From an optimization exercise on the open Yosys and OpenROAD flow, aimed at small area and a short achievable clock period; shortcuts taken in it are not production practice. No run shown here included a check of the RTL's function; only the layout flow was run. Power and IR drop assume default switching activity.

===== flow/run.sh =====
#!/bin/bash
# synth_recipe.tcl (not shown) runs the flow's synth.tcl, then flattens the netlist and writes it again
# the make line also repeats each setting of config.mk as NAME=value (left out here)
make -C /OpenROAD-flow-scripts/flow DESIGN_CONFIG=/design/flow/config.mk WORK_HOME=/design/flow/orfs CLKGATE_MAP_FILE= SYNTH_SCRIPT=/design/flow/synth_recipe.tcl finish

===== flow/config.mk =====
export PLATFORM = sky130hd
export DESIGN_NAME = mxu_pe
export DESIGN_NICKNAME = mxu_pe
export VERILOG_FILES = /design/flow/design.v
export SDC_FILE = /design/flow/constraint.sdc
export NUM_CORES = 4
export LEC_CHECK = 0
export CAP_MARGIN = 20
export CORE_MARGIN = 2
export CORE_UTILIZATION = 40
export SETUP_SLACK_MARGIN = 2.5
export SLEW_MARGIN = 20

===== flow/constraint.sdc =====
create_clock -name core_clock -period 6.2 [get_ports {clk}]
set_input_delay 1.2400 -clock core_clock [delete_from_list [all_inputs] [get_ports {clk}]]
set_output_delay 1.2400 -clock core_clock [all_outputs]
set_load 0.01 [all_outputs]

===== flow/design.v =====
module mxu_pe_mac_lo (
    input wire [7:0] w,
    input wire [3:0] act,
    input wire [11:0] ps,
    output wire [11:0] lo,
    output wire [1:0] t
);
  wire neg0 = act[1];
  wire one0 = act[0] ^ 1'b0;
  wire two0 = (act[1] ^ act[0]) & ~(act[0] ^ 1'b0);
  wire [8:0] pp0;
  assign pp0[0] = ((one0 & w[0]) | (two0 & 1'b0)) ^ neg0;
  assign pp0[1] = ((one0 & w[1]) | (two0 & w[0])) ^ neg0;
  assign pp0[2] = ((one0 & w[2]) | (two0 & w[1])) ^ neg0;
  assign pp0[3] = ((one0 & w[3]) | (two0 & w[2])) ^ neg0;
  assign pp0[4] = ((one0 & w[4]) | (two0 & w[3])) ^ neg0;
  assign pp0[5] = ((one0 & w[5]) | (two0 & w[4])) ^ neg0;
  assign pp0[6] = ((one0 & w[6]) | (two0 & w[5])) ^ neg0;
  assign pp0[7] = ((one0 & w[7]) | (two0 & w[6])) ^ neg0;
  assign pp0[8] = ((one0 & w[7]) | (two0 & w[7])) ^ neg0;
  wire neg1 = act[3];
  wire one1 = act[2] ^ act[1];
  wire two1 = (act[3] ^ act[2]) & ~(act[2] ^ act[1]);
  wire [8:0] pp1;
  assign pp1[0] = ((one1 & w[0]) | (two1 & 1'b0)) ^ neg1;
  assign pp1[1] = ((one1 & w[1]) | (two1 & w[0])) ^ neg1;
  assign pp1[2] = ((one1 & w[2]) | (two1 & w[1])) ^ neg1;
  assign pp1[3] = ((one1 & w[3]) | (two1 & w[2])) ^ neg1;
  assign pp1[4] = ((one1 & w[4]) | (two1 & w[3])) ^ neg1;
  assign pp1[5] = ((one1 & w[5]) | (two1 & w[4])) ^ neg1;
  assign pp1[6] = ((one1 & w[6]) | (two1 & w[5])) ^ neg1;
  assign pp1[7] = ((one1 & w[7]) | (two1 & w[6])) ^ neg1;
  assign pp1[8] = ((one1 & w[7]) | (two1 & w[7])) ^ neg1;
  wire ls1 = ps[2] ^ pp0[2];
  wire lc2 = ps[2] & pp0[2];
  wire ls3 = ps[3] ^ pp0[3];
  wire lc4 = ps[3] & pp0[3];
  wire ls5 = ps[4] ^ pp0[4];
  wire lc6 = ps[4] & pp0[4];
  wire ls7 = ps[5] ^ pp0[5];
  wire lc8 = ps[5] & pp0[5];
  wire ls9 = ps[6] ^ pp0[6];
  wire lc10 = ps[6] & pp0[6];
  wire ls11 = ps[7] ^ pp0[7];
  wire lc12 = ps[7] & pp0[7];
  wire ls13 = ps[8] ^ ~pp0[8] ^ pp1[6];
  wire lc14 = (ps[8] & ~pp0[8]) | (ps[8] & pp1[6]) | (~pp0[8] & pp1[6]);
  wire ls15 = ps[9] ^ pp1[7];
  wire lc16 = ps[9] & pp1[7];
  wire ls17 = ps[0] ^ pp0[0];
  wire lc18 = ps[0] & pp0[0];
  wire ls19 = ps[1] ^ pp0[1];
  wire lc20 = ps[1] & pp0[1];
  wire ls21 = ls1 ^ pp1[0] ^ neg1;
  wire lc22 = (ls1 & pp1[0]) | (ls1 & neg1) | (pp1[0] & neg1);
  wire ls23 = ls3 ^ pp1[1] ^ lc2;
  wire lc24 = (ls3 & pp1[1]) | (ls3 & lc2) | (pp1[1] & lc2);
  wire ls25 = ls5 ^ pp1[2] ^ lc4;
  wire lc26 = (ls5 & pp1[2]) | (ls5 & lc4) | (pp1[2] & lc4);
  wire ls27 = ls7 ^ pp1[3] ^ lc6;
  wire lc28 = (ls7 & pp1[3]) | (ls7 & lc6) | (pp1[3] & lc6);
  wire ls29 = ls9 ^ pp1[4] ^ lc8;
  wire lc30 = (ls9 & pp1[4]) | (ls9 & lc8) | (pp1[4] & lc8);
  wire ls31 = ls11 ^ pp1[5] ^ lc10;
  wire lc32 = (ls11 & pp1[5]) | (ls11 & lc10) | (pp1[5] & lc10);
  wire ls33 = ls13 ^ 1'b1 ^ lc12;
  wire lc34 = (ls13 & 1'b1) | (ls13 & lc12) | (1'b1 & lc12);
  wire ls35 = ls15 ^ 1'b1 ^ lc14;
  wire lc36 = (ls15 & 1'b1) | (ls15 & lc14) | (1'b1 & lc14);
  wire ls37 = ps[10] ^ ~pp1[8] ^ lc16;
  wire lc38 = (ps[10] & ~pp1[8]) | (ps[10] & lc16) | (~pp1[8] & lc16);
  wire ls39 = ps[11] ^ 1'b1;
  wire lc40 = ps[11] & 1'b1;
  wire [13:0] ra = {1'b0, lc40, ls39, ls37, ls35, ls33, ls31, ls29, ls27, ls25, ls23, ls21, ls19, ls17};
  wire [13:0] rb = {1'b0, 1'b0, lc38, lc36, lc34, lc32, lc30, lc28, lc26, lc24, lc22, lc20, lc18, neg0};
  wire [13:0] sum = ra + rb;
  assign lo = sum[11:0];
  assign t = {sum[13], ~sum[12]};   
endmodule
module mxu_pe_mac_hi (
    input wire [7:0] w,
    input wire [7:0] act,
    input wire [23:0] x,
    input wire [1:0] t,
    output wire [23:0] result
);
  wire neg2 = act[5];
  wire one2 = act[4] ^ act[3];
  wire two2 = (act[5] ^ act[4]) & ~(act[4] ^ act[3]);
  wire [8:0] pp2;
  assign pp2[0] = ((one2 & w[0]) | (two2 & 1'b0)) ^ neg2;
  assign pp2[1] = ((one2 & w[1]) | (two2 & w[0])) ^ neg2;
  assign pp2[2] = ((one2 & w[2]) | (two2 & w[1])) ^ neg2;
  assign pp2[3] = ((one2 & w[3]) | (two2 & w[2])) ^ neg2;
  assign pp2[4] = ((one2 & w[4]) | (two2 & w[3])) ^ neg2;
  assign pp2[5] = ((one2 & w[5]) | (two2 & w[4])) ^ neg2;
  assign pp2[6] = ((one2 & w[6]) | (two2 & w[5])) ^ neg2;
  assign pp2[7] = ((one2 & w[7]) | (two2 & w[6])) ^ neg2;
  assign pp2[8] = ((one2 & w[7]) | (two2 & w[7])) ^ neg2;
  wire neg3 = act[7];
  wire one3 = act[6] ^ act[5];
  wire two3 = (act[7] ^ act[6]) & ~(act[6] ^ act[5]);
  wire [8:0] pp3;
  assign pp3[0] = ((one3 & w[0]) | (two3 & 1'b0)) ^ neg3;
  assign pp3[1] = ((one3 & w[1]) | (two3 & w[0])) ^ neg3;
  assign pp3[2] = ((one3 & w[2]) | (two3 & w[1])) ^ neg3;
  assign pp3[3] = ((one3 & w[3]) | (two3 & w[2])) ^ neg3;
  assign pp3[4] = ((one3 & w[4]) | (two3 & w[3])) ^ neg3;
  assign pp3[5] = ((one3 & w[5]) | (two3 & w[4])) ^ neg3;
  assign pp3[6] = ((one3 & w[6]) | (two3 & w[5])) ^ neg3;
  assign pp3[7] = ((one3 & w[7]) | (two3 & w[6])) ^ neg3;
  assign pp3[8] = ((one3 & w[7]) | (two3 & w[7])) ^ neg3;
  wire hs1 = x[6] ^ pp2[2];
  wire hc2 = x[6] & pp2[2];
  wire hs3 = x[7] ^ pp2[3];
  wire hc4 = x[7] & pp2[3];
  wire hs5 = x[8] ^ pp2[4];
  wire hc6 = x[8] & pp2[4];
  wire hs7 = x[9] ^ pp2[5];
  wire hc8 = x[9] & pp2[5];
  wire hs9 = x[10] ^ pp2[6];
  wire hc10 = x[10] & pp2[6];
  wire hs11 = x[11] ^ pp2[7];
  wire hc12 = x[11] & pp2[7];
  wire hs13 = x[12] ^ ~pp2[8] ^ pp3[6];
  wire hc14 = (x[12] & ~pp2[8]) | (x[12] & pp3[6]) | (~pp2[8] & pp3[6]);
  wire hs15 = x[13] ^ pp3[7] ^ t[1];
  wire hc16 = (x[13] & pp3[7]) | (x[13] & t[1]) | (pp3[7] & t[1]);
  wire hs17 = x[4] ^ pp2[0];
  wire hc18 = x[4] & pp2[0];
  wire hs19 = x[5] ^ pp2[1];
  wire hc20 = x[5] & pp2[1];
  wire hs21 = hs1 ^ pp3[0] ^ neg3;
  wire hc22 = (hs1 & pp3[0]) | (hs1 & neg3) | (pp3[0] & neg3);
  wire hs23 = hs3 ^ pp3[1] ^ hc2;
  wire hc24 = (hs3 & pp3[1]) | (hs3 & hc2) | (pp3[1] & hc2);
  wire hs25 = hs5 ^ pp3[2] ^ hc4;
  wire hc26 = (hs5 & pp3[2]) | (hs5 & hc4) | (pp3[2] & hc4);
  wire hs27 = hs7 ^ pp3[3] ^ hc6;
  wire hc28 = (hs7 & pp3[3]) | (hs7 & hc6) | (pp3[3] & hc6);
  wire hs29 = hs9 ^ pp3[4] ^ hc8;
  wire hc30 = (hs9 & pp3[4]) | (hs9 & hc8) | (pp3[4] & hc8);
  wire hs31 = hs11 ^ pp3[5] ^ hc10;
  wire hc32 = (hs11 & pp3[5]) | (hs11 & hc10) | (pp3[5] & hc10);
  wire hs33 = hs13 ^ ~t[0] ^ hc12;
  wire hc34 = (hs13 & ~t[0]) | (hs13 & hc12) | (~t[0] & hc12);
  wire hs35 = hs15 ^ 1'b1 ^ hc14;
  wire hc36 = (hs15 & 1'b1) | (hs15 & hc14) | (1'b1 & hc14);
  wire hs37 = x[14] ^ ~pp3[8] ^ hc16;
  wire hc38 = (x[14] & ~pp3[8]) | (x[14] & hc16) | (~pp3[8] & hc16);
  wire hs39 = x[15] ^ 1'b1;
  wire hc40 = x[15] & 1'b1;
  wire hs41 = x[16] ^ 1'b1;
  wire hc42 = x[16] & 1'b1;
  wire hs43 = x[17] ^ 1'b1;
  wire hc44 = x[17] & 1'b1;
  wire hs45 = x[18] ^ 1'b1;
  wire hc46 = x[18] & 1'b1;
  wire hs47 = x[19] ^ 1'b1;
  wire hc48 = x[19] & 1'b1;
  wire hs49 = x[20] ^ 1'b1;
  wire hc50 = x[20] & 1'b1;
  wire hs51 = x[21] ^ 1'b1;
  wire hc52 = x[21] & 1'b1;
  wire hs53 = x[22] ^ 1'b1;
  wire hc54 = x[22] & 1'b1;
  wire hs55 = x[23] ^ 1'b1;
  wire hc56 = x[23] & 1'b1;
  wire [19:0] ra = {hs55, hs53, hs51, hs49, hs47, hs45, hs43, hs41, hs39, hs37, hs35, hs33, hs31, hs29, hs27, hs25, hs23, hs21, hs19, hs17};
  wire [19:0] rb = {hc54, hc52, hc50, hc48, hc46, hc44, hc42, hc40, hc38, hc36, hc34, hc32, hc30, hc28, hc26, hc24, hc22, hc20, hc18, neg2};
  assign result = {ra + rb, x[3:0]};
endmodule
module mxu_pe #(
    parameter Y_INDEX = 0   
) (
    input wire clk,
    input wire rst_n,
    input wire load_phase,
    input wire [7:0] load_weight_target_y,
    input wire [7:0] load_weight,
    input wire [7:0] activation,
    input wire [23:0] partial_sum,
    output reg [23:0] result,
    output reg phase_out,
    output reg [7:0] load_weight_target_y_out,
    output reg [7:0] weight_out,
    output reg [7:0] activation_out_bw
);
  reg ld1, ld2;
  reg [7:0] ty1, ty2;
  reg [7:0] lw1, lw2;
  reg [7:0] act1, act2, act3, act4;
  reg [23:0] ps1;
  reg [23:0] mac2;
  reg [1:0] mac2_t;
  reg [7:0] w_cur, w_old, w_nx1, w_nx2;
  wire hit2 = ld2 && (ty2 == Y_INDEX);
  wire [11:0] lo1;
  wire [1:0] t1;
  wire [23:0] sum2;
  mxu_pe_mac_lo mac_lo (
      .w(w_cur),
      .act(act1[3:0]),
      .ps(ps1[11:0]),
      .lo(lo1),
      .t(t1)
  );
  mxu_pe_mac_hi mac_hi (
      .w(w_old),
      .act(act2),
      .x(mac2),
      .t(mac2_t),
      .result(sum2)
  );
  always @(posedge clk or negedge rst_n) begin
    if (!rst_n) begin
      ld1 <= 1'b0;
      ty1 <= 8'b0;
      lw1 <= 8'b0;
      ld2 <= 1'b0;
      ty2 <= 8'b0;
      lw2 <= 8'b0;
      phase_out <= 1'b0;
      load_weight_target_y_out <= 8'b0;
      weight_out <= 8'b0;
      act1 <= 8'b0;
      act2 <= 8'b0;
      act3 <= 8'b0;
      act4 <= 8'b0;
      activation_out_bw <= 8'b0;
      ps1 <= 24'b0;
      mac2 <= 24'b0;
      mac2_t <= 2'b0;
      result <= 24'b0;
      w_cur <= 8'b0;
      w_old <= 8'b0;
      w_nx1 <= 8'b0;
      w_nx2 <= 8'b0;
    end else begin
      ld1 <= load_phase;
      ty1 <= load_weight_target_y;
      lw1 <= load_weight;
      ld2 <= ld1;
      ty2 <= ty1;
      lw2 <= lw1;
      phase_out <= ld2;
      load_weight_target_y_out <= ty2;
      weight_out <= lw2;
      act1 <= activation;
      act2 <= act1;
      act3 <= act2;
      act4 <= act3;
      activation_out_bw <= act4;
      ps1 <= partial_sum;
      mac2 <= {ps1[23:12], lo1};
      mac2_t <= t1;
      result <= sum2;
      w_nx2 <= hit2 ? lw2 : w_old;
      w_nx1 <= w_nx2;
      w_cur <= w_nx1;
      w_old <= w_cur;
    end
  end
endmodule

==> impl_metrics.json, run 1 <==
{
  "period_minus_slack_ns": 3.68,
  "grt_usage_pct": 15.3,
  "finalPower_mw": 4.01,
  "ios": 100,
  "cap_violations": 0,
  "cts_tree": "done",
  "die_x_um": 150,
  "worstSetupPathType": "reg2reg",
  "diodes": 0,
  "grt_pass1_vias": 5517,
  "finalSetupViolCount": 0,
  "slowest_delay_ns": 0.52,
  "path_buf_inv": 3,
  "synth_ff_type": "dfrtp_1",
  "cts_hold_buf": 0,
  "grt.busiest_layer": "met2",
  "final_hold_viol_count": 0,
  "slowest_stage": "fa_1",
  "die_h_um": 150,
  "overflow": 0,
  "crit_chain": "buf_6, nor2_4, a21oi_1, nor2_1, a221oi_2, ha_1, inv_1, fa_1, inv_1, ha_4, and3_4, and3_4, a211oi_4, o21ai_4, a2111oi_4, a311oi_2",
  "path_delay_family": "compound AO/OA/AOI/OAI gates",
  "tightest_slew_ns": 0.707,
  "coreArea_sq_um": 21000,
  "finalCritPeriodShare_pct": 59.3,
  "synth.distinct_cells": 52,
  "worstPathArrival_ns": 3.97,
  "numCtsBuffers": 17,
  "drive_gt1_share_pct": 15.9,
  "rows": 53,
  "powerDensity_nw_per_um2": 367,
  "wirelength_mm": 16.8,
  "cts.sinks": 197,
  "seq_area_sq_um": 4960,
  "via_per_inst": 5.06,
  "worst_ep_required_time_ns": 6.50,
  "path_clk_slew_ns": 0.08,
  "tns_ns": 0,
  "detail-route-antenna-nets": 0,
  "final_nets": 967,
  "finalClockSkew_ns": 0.0112,
  "h-tree-depth": 4,
  "path_max_fanout": 6,
  "wl_per_cell_um": 14.9,
  "vdd_drop_max_v": 0.000200,
  "insertion_delay_ns": 0.43,
  "fillers": 1810,
  "synth_nets": 845,
  "dieArea_sq_um": 22400,
  "postSynthAreaPerCell_sq_um": 11.7,
  "synth-seq-cells": 197,
  "detailed_place.area_sq_um": 9740,
  "ys_seq_area_share_pct": 58.0,
  "cts.path.max_buffers": 2,
  "grt_max_degree": 91,
  "post-route-util_pct": 52.1,
  "hpwl_mm": 11.4,
  "globalplace.congestion": 0.854,
  "ys_warn_count": 1,
  "synthToLayoutAreaGrowth_pct": 28.5,
  "root_buffer": "clkbuf_16",
  "io_buffers": 99,
  "status": "complete, no violations",
  "max_freq_ghz": 0.272,
  "leakagePower_nw": 4.88,
  "finalMaxSlewViolations": 0,
  "slew_headroom_pct": 52.8,
  "use_met2_pct": 25.1,
  "start_kind": "flip-flop",
  "min-delay-path-class": "reg2reg",
  "critPathCaptureType": "flip-flop",
  "use_met3_pct": 2.90,
  "met1_usage_pct": 20.0,
  "rsz0062_at_grt": "true",
  "top_regs": "mac2 x24, ps1 x24, result x24",
  "whs_ns": 0.345,
  "multiInputGateArea_sq_um": 3490,
  "first_pass_iters": 6,
  "start_util_pct": 40.6,
  "antenna_found_initial": 0,
  "async_flop_share_pct": 100,
  "drc_errors": 0,
  "grt_pass1_wl_mm": 26.8,
  "synth_edf_count": 0,
  "synth_area_sq_um": 8500,
  "synthCells": 724,
  "drt_iter0_markers": 412,
  "vias": 5743,
  "final_area_sq_um": 10900
}
==> worst paths after layout <==
path                            startpoint          to  slack (ns)  cells past startpoint
worst max-delay path               act2[4]  result[21]        2.52                     16
worst min-delay path                   ld1         ld2        0.35                      0
worst max register to register     act2[4]  result[21]        2.52                     16
worst min register to register         ld1         ld2        0.35                      0
max in group asynchronous            rst_n     act2[6]        4.08                      2
min in group asynchronous            rst_n     act1[0]        0.81                      1
==> power by group <==
group	internal, mW	switching, mW	leakage (nW)
Sequential	1.44	0.0609	2.35
Clock	0.600	0.537	0.310
Combinational	0.674	0.697	2.22
Total	2.71	1.30	4.88
==> final cells by class <==
| class | count | area share, % |
|---|---|---|
| tap | 275 | 3.15 |
| sequential | 197 | 45.4 |
| clock buffer | 18 | 4.02 |
| timing repair buffer | 136 | 11.9 |
| multi-input combinational | 444 | 32.0 |
| clock inverter | 14 | 1.87 |
| inverter | 50 | 1.72 |
==> through the flow <==
step	instances	setup slack, ns
2_1_floorplan	724	2.51
3_3_place_gp	1068	2.06
3_5_place_dp	1068	1.95
4_1_cts	1113	2.50
5_1_grt	1134	2.42
6_report	1134	2.52
==> metal layers <==
layer | vias up | share of wire, %
met5 | - | 0
met2 | 184 | 49
li1 | 2707 | -
met3 | 34 | 4.4
met4 | 0 | 2.1
met1 | 2818 | 44
==> cell usage in the layout, fill, tap and decap left out, types with 9 or more instances in the layout <==
master and n:
mux2_2 10, clkdlybuf4s50_1 98, xor2_1 10, fa_1 17, o21ai_0 43, clkbuf_16 17, nand3_1 9, inv_1 48
a21o_1 12, xnor2_1 22, nand2b_1 9, buf_4 31, ha_1 46, dfrtp_2 10, nand2_1 69, a21oi_1 43
o22ai_1 9, maj3_1 14, nor2_1 38, dfrtp_1 183
==> kinds of logic (layout without fill, tap and decap cells) <==
| group | Yosys count | in the layout | share of synthesized area [%] |
|---|---|---|---|
| XOR/XNOR | 33 | 33 | 3.40 |
| adder cells (fa/ha/maj) | 84 | 84 | 13.5 |
| buffers and inverters | 83 | 218 | 3.67 |
| AO/OA/AOI/OAI | 167 | 167 | 12.3 |
| AND/OR/NAND/NOR | 148 | 148 | 7.48 |
| multiplexers | 12 | 12 | 1.56 |
| flip-flops | 197 | 197 | 58.0 |
==> repair_timing <==
action	CTS	global route
endpoints found under the setup margin	18	13
pin swaps	3	17
resized for setup	20	55
buffers inserted	13	21
==> synthesized netlist by cell type (all sizes together) (10+ instances only) <==
library cell / count / area, sq um
fa: 18 / 360
xnor2: 22 / 193
o21ai: 52 / 264
clkbuf: 29 / 109
ha: 52 / 651
a21o: 12 / 90.1
maj3: 14 / 140
a21oi: 49 / 245
xor2: 11 / 96.3
nand2: 70 / 263
dfrtp: 197 / 4930
nor2: 41 / 154
inv: 50 / 188
mux2: 10 / 113
==> inputs of run 2 (changes only) <==
--- a/flow/config.mk
+++ b/flow/config.mk
@@ -8,5 +8,5 @@
 export CAP_MARGIN = 20
 export CORE_MARGIN = 2
-export CORE_UTILIZATION = 40
-export SETUP_SLACK_MARGIN = 2.5
+export CORE_UTILIZATION = 60
+export SETUP_SLACK_MARGIN = 4.0
 export SLEW_MARGIN = 20
==> run 2 against run 1 <==
Against the previous run: still clean; routed wire length increased by 13%; worst setup slack got worse by 0.089 ns; sequential share of layout area decreased by 1.5 points; utilization increased by 29 points; total power increased by 9.6%; die area decreased by 33%; global-route usage increased by 10 points; clock skew decreased by 0.0018 ns; synthesized area unchanged; count of clock-buffer cells in the layout unchanged; non-clock buffer count increased by 28; critical path depth increased by 1.
==> impl_metrics.json, run 2 <==
{
  "path_clk_slew_ns": 0.07,
  "top_regs": "mac2 x24, ps1 x24, result x24",
  "r2r_start": "act2[4]",
  "period_minus_slack_ns": 3.77,
  "yosysTopAreaCell": "dfrtp_1",
  "synth-seq-cells": 197,
  "worstSetupStartpoint": "act2[4]",
  "drt_iter0_markers": 428,
  "diodes": 0,
  "yosysMostFrequentCell": "dfrtp_1",
  "yosysTopAreaCellShare_pct": 58.0,
  "final_hold_viol_count": 0,
  "rows": 43,
  "placed_cells_incl_taps": 973,
  "grt_max_degree": 110,
  "synth_top_cells_by_count": "197 x dfrtp_1, 70 x nand2_1, 52 x ha_1, 50 x inv_1, 49 x a21oi_1",
  "insertion_delay_ns": 0.44,
  "cts.sinks": 197,
  "grt_pass1_vias": 6044,
  "overflow": 0,
  "max_freq_ghz": 0.266,
  "status": "complete, no violations",
  "wl_per_cell_um": 17.9,
  "drc_errors": 0,
  "synth_edf_count": 0,
  "drive_gt1_share_pct": 31.9,
  "min-delay-path-class": "reg2reg",
  "finalPower_mw": 4.39,
  "cts_tree": "done",
  "vdd_drop_max_v": 0.000268,
  "setup_slack_ns": 2.43,
  "die_h_um": 123,
  "pwr-share-comb_pct": 40.5,
  "via_per_inst": 5.71,
  "globalplace.congestion": 0.943,
  "sequentialPowerShare_pct": 34.4,
  "tightest_slew_ns": 0.762,
  "path_delay_family": "compound AO/OA/AOI/OAI gates",
  "worst_ep_required_time_ns": 6.52,
  "grt_usage_pct": 25.4,
  "slowest_delay_ns": 0.48,
  "slew_headroom_pct": 49.2,
  "path_max_fanout": 7,
  "numCtsBuffers": 17,
  "synth_nets": 845,
  "cts_hold_buf": 0,
  "dieArea_sq_um": 15100,
  "postSynthAreaPerCell_sq_um": 11.7,
  "leakagePower_nw": 5.14,
  "antenna_found_initial": 0,
  "crit_chain": "and2_4, nand2_1, a21oi_1, nor2_1, a221oi_2, ha_1, inv_1, fa_1, inv_1, ha_4, and3_4, a31o_4, a211oi_4, buf_4, nor3_2, a2111oi_2, nor2_1",
  "synthToLayoutAreaGrowth_pct": 33.1,
  "grt_pass1_wl_mm": 29.3,
  "final_area_sq_um": 11300,
  "hpwl_mm": 10.8,
  "ios": 100,
  "synth_ff_type": "dfrtp_1",
  "first_pass_iters": 4,
  "tns_ns": 0,
  "root_buffer": "clkbuf_16",
  "synthCells": 724,
  "die_x_um": 123,
  "p_int_mw": 2.88,
  "h-tree-depth": 4,
  "cap_violations": 0,
  "synth.distinct_cells": 52,
  "finalSetupViolCount": 0,
  "ys_warn_count": 1,
  "rsz0062_at_grt": "true",
  "io_buffers": 99,
  "finalClockSkew_ns": 0.00938,
  "start_kind": "flip-flop",
  "slowest_stage": "dfrtp_2",
  "finalMaxSlewViolations": 0,
  "critPathCaptureType": "flip-flop",
  "detail-route-antenna-nets": 0,
  "worstPathArrival_ns": 4.08,
  "final_cell_mix": "183 x dfrtp_1, 65 x nand2_1, 49 x clkdlybuf4s50_1, 44 x inv_1, 44 x buf_4",
  "start_util_pct": 61.2,
  "layout_commonest_cell": "dfrtp_1",
  "path_buf_inv": 3,
  "detailed_place.area_sq_um": 9870,
  "powerDensity_nw_per_um2": 388,
  "preCtsSetupSlack_ns": 1.92,
  "finalCritPeriodShare_pct": 60.7,
  "coreArea_sq_um": 13900,
  "yosys-top-cells-area": "dfrtp_1 58%, ha_1 7.7%, fa_1 4.2%",
  "worstHoldStart": "act2[1]",
  "p_sw_share_pct": 34.4,
  "cts.path.max_buffers": 2,
  "async_flop_share_pct": 100,
  "clkPwrFrac_pct": 25.2,
  "fin_cells": 1067,
  "worstSetupPathType": "reg2reg",
  "final_nets": 995,
  "ys_seq_area_share_pct": 58.0,
  "vias": 6091,
  "switching_power_mw": 1.51,
  "synth_area_sq_um": 8500,
  "wirelength_mm": 19.1
}
[run 2: cell count changes in the layout (fill, tap and decap cells not counted), moves of 10 or more]
cell             delta
buf_2              +39
o21ai_0            -16
ha_1               -15
a21oi_1            -11
buf_4              +13
clkdlybuf4s50_1    -49
ha_4               +10
o21ai_1            +11
buf_6              +22
[run 2: through the flow]
step / utilization (%) / hold WS (ns)
final: 81.5 / 0.349
after global routing: 81.5 / 0.356
after CTS: 78.1 / 0.351
after detailed placement: 71.1 / 0.335
after global placement: 71.1 / 0.332
after floorplan: - / 0.331
[run 2: cell families after synthesis]
family / share of synthesized area [%]
adders and majority gates: 13.5
muxes: 1.56
AOI/OAI and AO/OA: 12.3
and+or+nand+nor: 7.48
buffers and inverters: 3.67
DFF: 58.0
xor gates and xnor gates: 3.40
[run 2: power groups by stage]
stage	clock network (mW)	logic (mW)	registers [mW]
global placement	0	1.29	1.53
global route	1.18	1.92	1.52
detailed placement	0	1.34	1.54
floorplan	0	0.945	1.54
finish	1.11	1.78	1.51
CTS	1.12	1.48	1.50
[run 2: per-layer routing]
metal  track usage, %  up-vias  wire length, um  part of all wire, %
met3             4.89       62             1060                  5.5
met4             10.6        0              516                  2.7
li1                 -     2763                -                    -
met2             43.0      261             9730                   51
met1             32.3     3005             7770                   41
met5                0        -                0                    0
[run 2: final cells by class]
type,instances,area [sq um]
clock buffers,18,439
clock inverters,14,180
fillers,745,2570
inverters,50,188
multi-input cells,444,3900
flip-flops and latches,197,4960
well taps,180,225
repair buffers,164,1420
[run 2: path summary, 6_finish.rpt]
| check | to | slack (ns) | cells after the start |
|---|---|---|---|
| min in group asynchronous | activation_out_bw[2] | 0.83 | 1 |
| hold / removal | act3[1] | 0.35 | 0 |
| hold reg to reg | act3[1] | 0.35 | 0 |
| max in group asynchronous | mac2[12] | 4.29 | 2 |
| setup / recovery | result[17] | 2.43 | 17 |
| setup reg to reg | result[17] | 2.43 | 17 |
[run 2: repair_timing]
action,in CTS,in global routing
cloned,2,0
endpoints found under the setup margin,81,100
pin swaps,31,34
gates resized for setup,265,74
buffers inserted,38,22

## static timing again, ports no longer ideal
No port has a modelled driver above. Below, the same layouts with a new extraction and two added sets of constraints.
Step 1 (the two cells are an assumption about what drives the block):
set clk [get_ports {clk}]
set_driving_cell -lib_cell sky130_fd_sc_hd__clkbuf_16 $clk
set_driving_cell -lib_cell sky130_fd_sc_hd__buf_2 [delete_from_list [all_inputs] $clk]
Step 2 moves the port delays by t, midway between the first and last clock arrival at a register: inputs arrive t later, outputs are due t later. That takes back most of the time a late clock gives input paths.
a / b / c = ideal / step 1 / step 2; a / b = the first two.
run	t, ns	setup WS [ns]	worst data-port slew with drivers (ns)	pins driven straight from the clock port
run 1	0.472	2.524 / 2.524 / 2.524	0.05	1
run 2	0.475	2.434 / 2.434 / 2.434	0.05	1
After both steps setup and hold are still met in every run listed.
